Context: an optimization exercise on an open-source flow, tuned for small area, a short achievable clock period and few clock cycles per item. The choices shown serve that exercise and are no tape-out recipe. Only simulation tests tie the RTL to the original design; equivalence was not proved. Power figures rest on the tool's default switching activity, not on a simulated workload.

Design ysyx_mulunit, start of the top module:
module ysyx_mulunit (
    input          clk,
    input          rst_n,
    input          mul_valid,
    input  [63:0]  alu_src1,
    input  [63:0]  alu_src2,
    input  [3:0]   mul_expand_signed,
    output [129:0] mul_res,
    output         sh_fnsh_flag
);
mul u_mul (
    .clk(clk),
    .rst_n(rst_n),
    .mul_valid(mul_valid),
    .alu_src1(alu_src1),
    .alu_src2(alu_src2),
    .mul_expand_signed(mul_expand_signed),
    .mul_res(mul_res),
    .sh_fnsh_flag(sh_fnsh_flag)
);
endmodule
Size in the first run: about 28,000 µm² of cells after synthesis.
==> flow/config.mk <==
export PLATFORM = sky130hd
export DESIGN_NAME = ysyx_mulunit
export DESIGN_NICKNAME = ysyx_mulunit
export VERILOG_FILES = /design/flow/design.v
export SDC_FILE = /design/flow/constraint.sdc
export NUM_CORES = 8
export LEC_CHECK = 0
export CAP_MARGIN = 20
export CORE_MARGIN = 2
export CORE_UTILIZATION = 50
export GPL_ROUTABILITY_DRIVEN = 0
export SETUP_SLACK_MARGIN = 4.5
export SLEW_MARGIN = 20
export SYNTH_HIERARCHICAL = 1
==> flow/constraint.sdc <==
create_clock -name core_clock -period 8.0 [get_ports {clk}]
set_input_delay 1.6000 -clock core_clock [delete_from_list [all_inputs] [get_ports {clk}]]
set_output_delay 1.6000 -clock core_clock [all_outputs]
set_load 0.01 [all_outputs]
standard.sh (not shown) runs the stock make flow with config.mk's settings and CLKGATE_MAP_FILE= SYNTH_SCRIPT=/design/flow/synth_recipe.tcl, a recipe that flattens the netlist after the stock synthesis.
==> flow/flow/run.sh <==
#!/bin/bash
# Layout flow: the standard layout (standard.sh, which also runs the
# standard synthesis) with these settings changed:
#  - the port buffers start as buf_2 instead of the buffer the resizer picks;
#  - sizing may swap a cell for one of another footprint;
#  - clock tree synthesis inserts no dummy loads.
# make's output goes to make.log; each step's tool output is in orfs/logs/.
set -euo pipefail
bash standard.sh MATCH_CELL_FOOTPRINT=0 \
    "BUFFER_PORTS_ARGS=-buffer_cell sky130_fd_sc_hd__buf_2" \
    "CTS_ARGS=-sink_clustering_enable -repair_clock_nets -dont_use_dummy_load" \
    finish > make.log 2>&1
Testbench counts at the start, summed over its fixed seeds: cycles 34,590, muls 4,800.
==> next run, changes <==
--- a/flow/flow/run.sh
+++ b/flow/flow/run.sh
@@ -4 +4 @@
-#  - the port buffers start as buf_2 instead of the buffer the resizer picks;
+#  - the port buffers start as buf_1 instead of the buffer the resizer picks;
@@ -10 +10 @@
-    "BUFFER_PORTS_ARGS=-buffer_cell sky130_fd_sc_hd__buf_2" \
+    "BUFFER_PORTS_ARGS=-buffer_cell sky130_fd_sc_hd__buf_1" \
Settings changed: GPL_ROUTABILITY_DRIVEN 0 to default.
=>
- final area is lower slightly
- core utilization is lower by 0.50 points
- power is lower slightly

========
Starting RTL as in the previous note.
Settings: LEC_CHECK=0, CAP_MARGIN=20, CORE_MARGIN=2, CORE_UTILIZATION=57, SETUP_SLACK_MARGIN=4.5, SLEW_MARGIN=20, SYNTH_HIERARCHICAL=1; clock period 8.0 ns.
==> flow/flow/run.sh <==
#!/bin/bash
# Layout flow: the standard layout (standard.sh, which also runs the
# standard synthesis) with these settings changed:
#  - the port buffers start as buf_2 instead of the buffer the resizer picks;
#  - sizing may swap a cell for one of another footprint;
#  - clock tree synthesis inserts no dummy loads.
# make's output goes to make.log; each step's tool output is in orfs/logs/.
set -euo pipefail
bash standard.sh MATCH_CELL_FOOTPRINT=0 \
    "BUFFER_PORTS_ARGS=-buffer_cell sky130_fd_sc_hd__buf_2" \
    "CTS_ARGS=-sink_clustering_enable -repair_clock_nets -dont_use_dummy_load" \
    finish > make.log 2>&1
The starting point finished with timing, DRC and antenna clean.
Testbench counts at the start, summed over its fixed seeds: cycles 34,590, muls 4,800.
Rerun with:
--- a/flow/config.mk
+++ b/flow/config.mk
@@ -9,4 +9,4 @@
 export CORE_MARGIN = 2
-export CORE_UTILIZATION = 57
-export SETUP_SLACK_MARGIN = 4.5
+export CORE_UTILIZATION = 50
+export SETUP_SLACK_MARGIN = 4.7
 export SLEW_MARGIN = 20
The new run passed the timing, DRC and antenna checks.
Final cell count grows by a few percent.
Sequential share of layout area shrinks by 0.56 points.
Power grows by a few percent.
Cell area grows by a few percent.
Sequential power barely changes.
Setup slack improved by 0.18 ns.
Rerun with:
--- a/flow/config.mk
+++ b/flow/config.mk
@@ -10,4 +10,5 @@
 export CORE_UTILIZATION = 50
-export SETUP_SLACK_MARGIN = 4.7
+export SETUP_SLACK_MARGIN = 4.5
 export SLEW_MARGIN = 20
 export SYNTH_HIERARCHICAL = 1
+export TNS_END_PERCENT = 30
Result:
- power came out lower by 4.4%
- register-to-register slack got worse by 0.11 ns
- via count came out lower by 2.2%
- hold slack got worse by 0.017 ns

==> what the ideal ports hide <==
The flow's constraints put no driver on any port. The routed layouts listed below were extracted and timed again, unchanged, in two steps. Step 1 (the two cells are an assumption about what drives the block):
set clk [get_ports {clk}]
set_driving_cell -lib_cell sky130_fd_sc_hd__clkbuf_16 $clk
set_driving_cell -lib_cell sky130_fd_sc_hd__buf_2 [delete_from_list [all_inputs] $clk]
Step 2 moves the port delays by t, midway between the first and last clock arrival at a register: inputs arrive t later, outputs are due t later. That takes back most of the time a late clock gives input paths. a / b / c = ideal / step 1 / step 2; a / b = the first two.
| run | shift t [ns] | setup slack, ns | hold WS [ns] | clock arrival spread, ns | worst register clock-pin slew, ns |
|---|---|---|---|---|---|
| the first run of note 1 | 0.627 | 4.516 / 4.516 / 3.995 | 0.441 / 0.441 / 0.441 | 0.047 / 0.047 | 0.06 / 0.06 |
| the second run of note 1 | 0.605 | 4.565 / 4.574 / 4.001 | 0.426 / 0.426 / 0.426 | 0.028 / 0.027 | 0.06 / 0.06 |
| the first run of note 2 | 0.605 | 4.496 / 4.496 / 4.053 | 0.448 / 0.448 / 0.448 | 0.071 / 0.071 | 0.07 / 0.07 |
| the second run of note 2 | 0.611 | 4.677 / 4.677 / 4.180 | 0.435 / 0.435 / 0.435 | 0.053 / 0.053 | 0.06 / 0.06 |
| the third run of note 2 | 0.612 | 4.569 / 4.569 / 4.050 | 0.417 / 0.417 / 0.417 | 0.060 / 0.060 | 0.06 / 0.06 |
After both steps every run listed still meets setup and hold. The setup slack of the second run of note 1, which loses most, moves by +0.009 ns with the drivers and by -0.564 ns with both steps.
